Source: an optimization exercise on an open RTL-to-GDS flow (aim: small area). Production flows keep margins and buffers that such runs may drop.
The RTL was checked by simulation tests, not by an equivalence proof against the original design.

==> flow/design.v (excerpt) <==
module Multiplier32Bit (
	input[31:0] multiplicand,
	input[31:0] multiplier,
	input clk,
	input enable,
	input reset_n,
	output[31:0] aBus,
	output valid
);
For scale: about 37 flip-flops, ~100 I/O pins, about 5700 µm² of cells after synthesis.
Settings: LEC_CHECK=0, CAP_MARGIN=20, CORE_MARGIN=2, CORE_UTILIZATION=40, CTS_BUF_LIST=sky130_fd_sc_hd__clkbuf_8, SLEW_MARGIN=20, SYNTH_HIERARCHICAL=1, SYNTH_MINIMUM_KEEP_SIZE=0; clock period 10.0 ns.
standard.sh (not shown) runs the stock make flow with config.mk's settings and CLKGATE_MAP_FILE= SYNTH_SCRIPT=/design/flow/synth_recipe.tcl, a recipe that flattens the netlist after the stock synthesis.
==> flow/flow/run.sh <==
#!/bin/bash
export BUFFER_PORTS_ARGS="-buffer_cell sky130_fd_sc_hd__buf_1"
export CTS_ARGS="-repair_clock_nets -dont_use_dummy_load -buf_list sky130_fd_sc_hd__clkbuf_4"
export POST_FLOORPLAN_TCL="$PWD/flow/downsize.tcl"
bash standard.sh RECOVER_POWER=100 finish > standard.log 2>&1
==> flow/flow/downsize.tcl <==
# Sourced after floorplanning (POST_FLOORPLAN_TCL): set every logic cell to
# the smallest drive strength of its function. Placement-stage repair and
# timing repair size up again where timing or slew needs it.
set db [ord::get_db]
set n 0
foreach inst [[ord::get_db_block] getInsts] {
  set m [[$inst getMaster] getName]
  if {![regexp {^(sky130_fd_sc_hd__[a-z0-9]+)_([0-9]+)$} $m -> base drive]} { continue }
  if {[regexp {dfxtp|dfrtp|conb|tap|fill|decap|clkbuf|clkinv|clkdly|dly} $base]} { continue }
  foreach d {0 1 2} {
    if {$d >= $drive} { break }
    set cand "${base}_$d"
    if {[$db findMaster $cand] != "NULL" && [llength [get_lib_cells -quiet $cand]] > 0 && [lsearch $::env(DONT_USE_CELLS) $cand] < 0} {
      replace_cell [$inst getName] $cand
      incr n
      break
    }
  }
}
puts "downsize: $n cells set to their smallest drive strength"
The baseline finished with timing, DRC and antenna clean.
Edit:
==> flow/flow/run.sh (replaced) <==
#!/bin/bash
export BUFFER_PORTS_ARGS="-buffer_cell sky130_fd_sc_hd__buf_1"
export POST_FLOORPLAN_TCL="$PWD/flow/downsize.tcl"
bash standard.sh RECOVER_POWER=100 finish > standard.log 2>&1
What happened:
- critical path depth does not change
- wire length is about the same
- setup slack got worse by 0.084 ns
- synthesized area is unchanged
- maximum frequency is lower by 0.88%
- global-route usage rises by 0.11 points
- design area goes up by 0.97%
- hold slack gets worse by 0.0056 ns
Edit:
==> flow/flow/run.sh (replaced) <==
#!/bin/bash
export BUFFER_PORTS_ARGS="-buffer_cell sky130_fd_sc_hd__buf_1"
export CTS_ARGS="-sink_clustering_enable -repair_clock_nets -dont_use_dummy_load -buf_list sky130_fd_sc_hd__clkbuf_8"
export POST_FLOORPLAN_TCL="$PWD/flow/downsize.tcl"
bash standard.sh RECOVER_POWER=100 finish > standard.log 2>&1
Settings changed: CORE_UTILIZATION 40 to 75.
The new run passed the timing, DRC and antenna checks.
Wire length came out lower by about 6%.
Clock-buffer cell count goes down by 2.
Design area falls by 2.0%.
Hold slack hardly moves.
Sequential share of layout area is higher by 0.25 points.
Maximum frequency went down by 0.78%.
Global-route usage went up by 14 points.
Utilization rises by 38 points.
Edit:
==> flow/flow/run.sh (replaced) <==
#!/bin/bash
export BUFFER_PORTS_ARGS="-buffer_cell sky130_fd_sc_hd__buf_1"
export CTS_ARGS="-sink_clustering_enable -repair_clock_nets -dont_use_dummy_load -buf_list sky130_fd_sc_hd__clkbuf_4"
export POST_FLOORPLAN_TCL="$PWD/flow/downsize.tcl"
bash standard.sh RECOVER_POWER=100 finish > standard.log 2>&1
Settings changed: CORE_UTILIZATION 75 to 40, GPL_TIMING_DRIVEN set to 0.
Result: The new run passed the timing, DRC and antenna checks. Routed wire length went up by 11%. Worst setup slack is better by 0.024 ns. Cell area went up by 5.9%. Die area went up by 83%. Via count hardly moves. Global-route usage went down by 13 points. Non-clock buffer count went up by 13. Cell count went up by 14%. Clock-buffer cell count is unchanged.
Edit:
==> flow/flow/run.sh (replaced) <==
#!/bin/bash
export BUFFER_PORTS_ARGS="-buffer_cell sky130_fd_sc_hd__buf_1"
export CTS_ARGS="-sink_clustering_enable -repair_clock_nets -dont_use_dummy_load -buf_list {sky130_fd_sc_hd__clkbuf_4 sky130_fd_sc_hd__clkbuf_8}"
export POST_FLOORPLAN_TCL="$PWD/flow/downsize.tcl"
bash standard.sh RECOVER_POWER=100 finish > standard.log 2>&1
Settings changed: GPL_TIMING_DRIVEN 0 to not set.
Clock-buffer cell count is unchanged. Global-route usage decreases by 1.1 points. Maximum frequency rises by 0.90%. Worst hold slack gets worse by 0.015 ns. Critical path depth does not change. Register-to-register slack is about the same. Non-clock buffer count went down by 13.

static timing again, ports no longer ideal:
The results above use ideal ports. As a check the final layouts listed here were re-extracted and re-timed, cells and wires unchanged. Step 1 assumes that a clkbuf_16 drives the clock port and a buf_2 every other input. Step 2 also shifts input and output timing later by t, the mid clock arrival at the registers, as if the neighbouring blocks saw the same clock. Slacks: ideal ports / drivers / drivers and shift; pairs: ideal ports / drivers.
run | t (ns) | setup slack, ns | latest minus earliest clock arrival (ns)
the first run | 0.409 | 0.561 / 0.575 / 0.166 | 0.009 / 0.008
the second run | 0.345 | 0.477 / 0.492 / 0.147 | 0.009 / 0.009
the third run | 0.323 | 0.402 / 0.402 / 0.080 | 0.017 / 0.017
the fourth run | 0.397 | 0.426 / 0.443 / 0.047 | 0.007 / 0.007
the fifth run | 0.339 | 0.512 / 0.528 / 0.190 | 0.009 / 0.009
After both steps setup and hold are still met in every run listed. The setup slack of the first run, which loses most, moves by +0.014 ns with the drivers and by -0.395 ns with both steps.
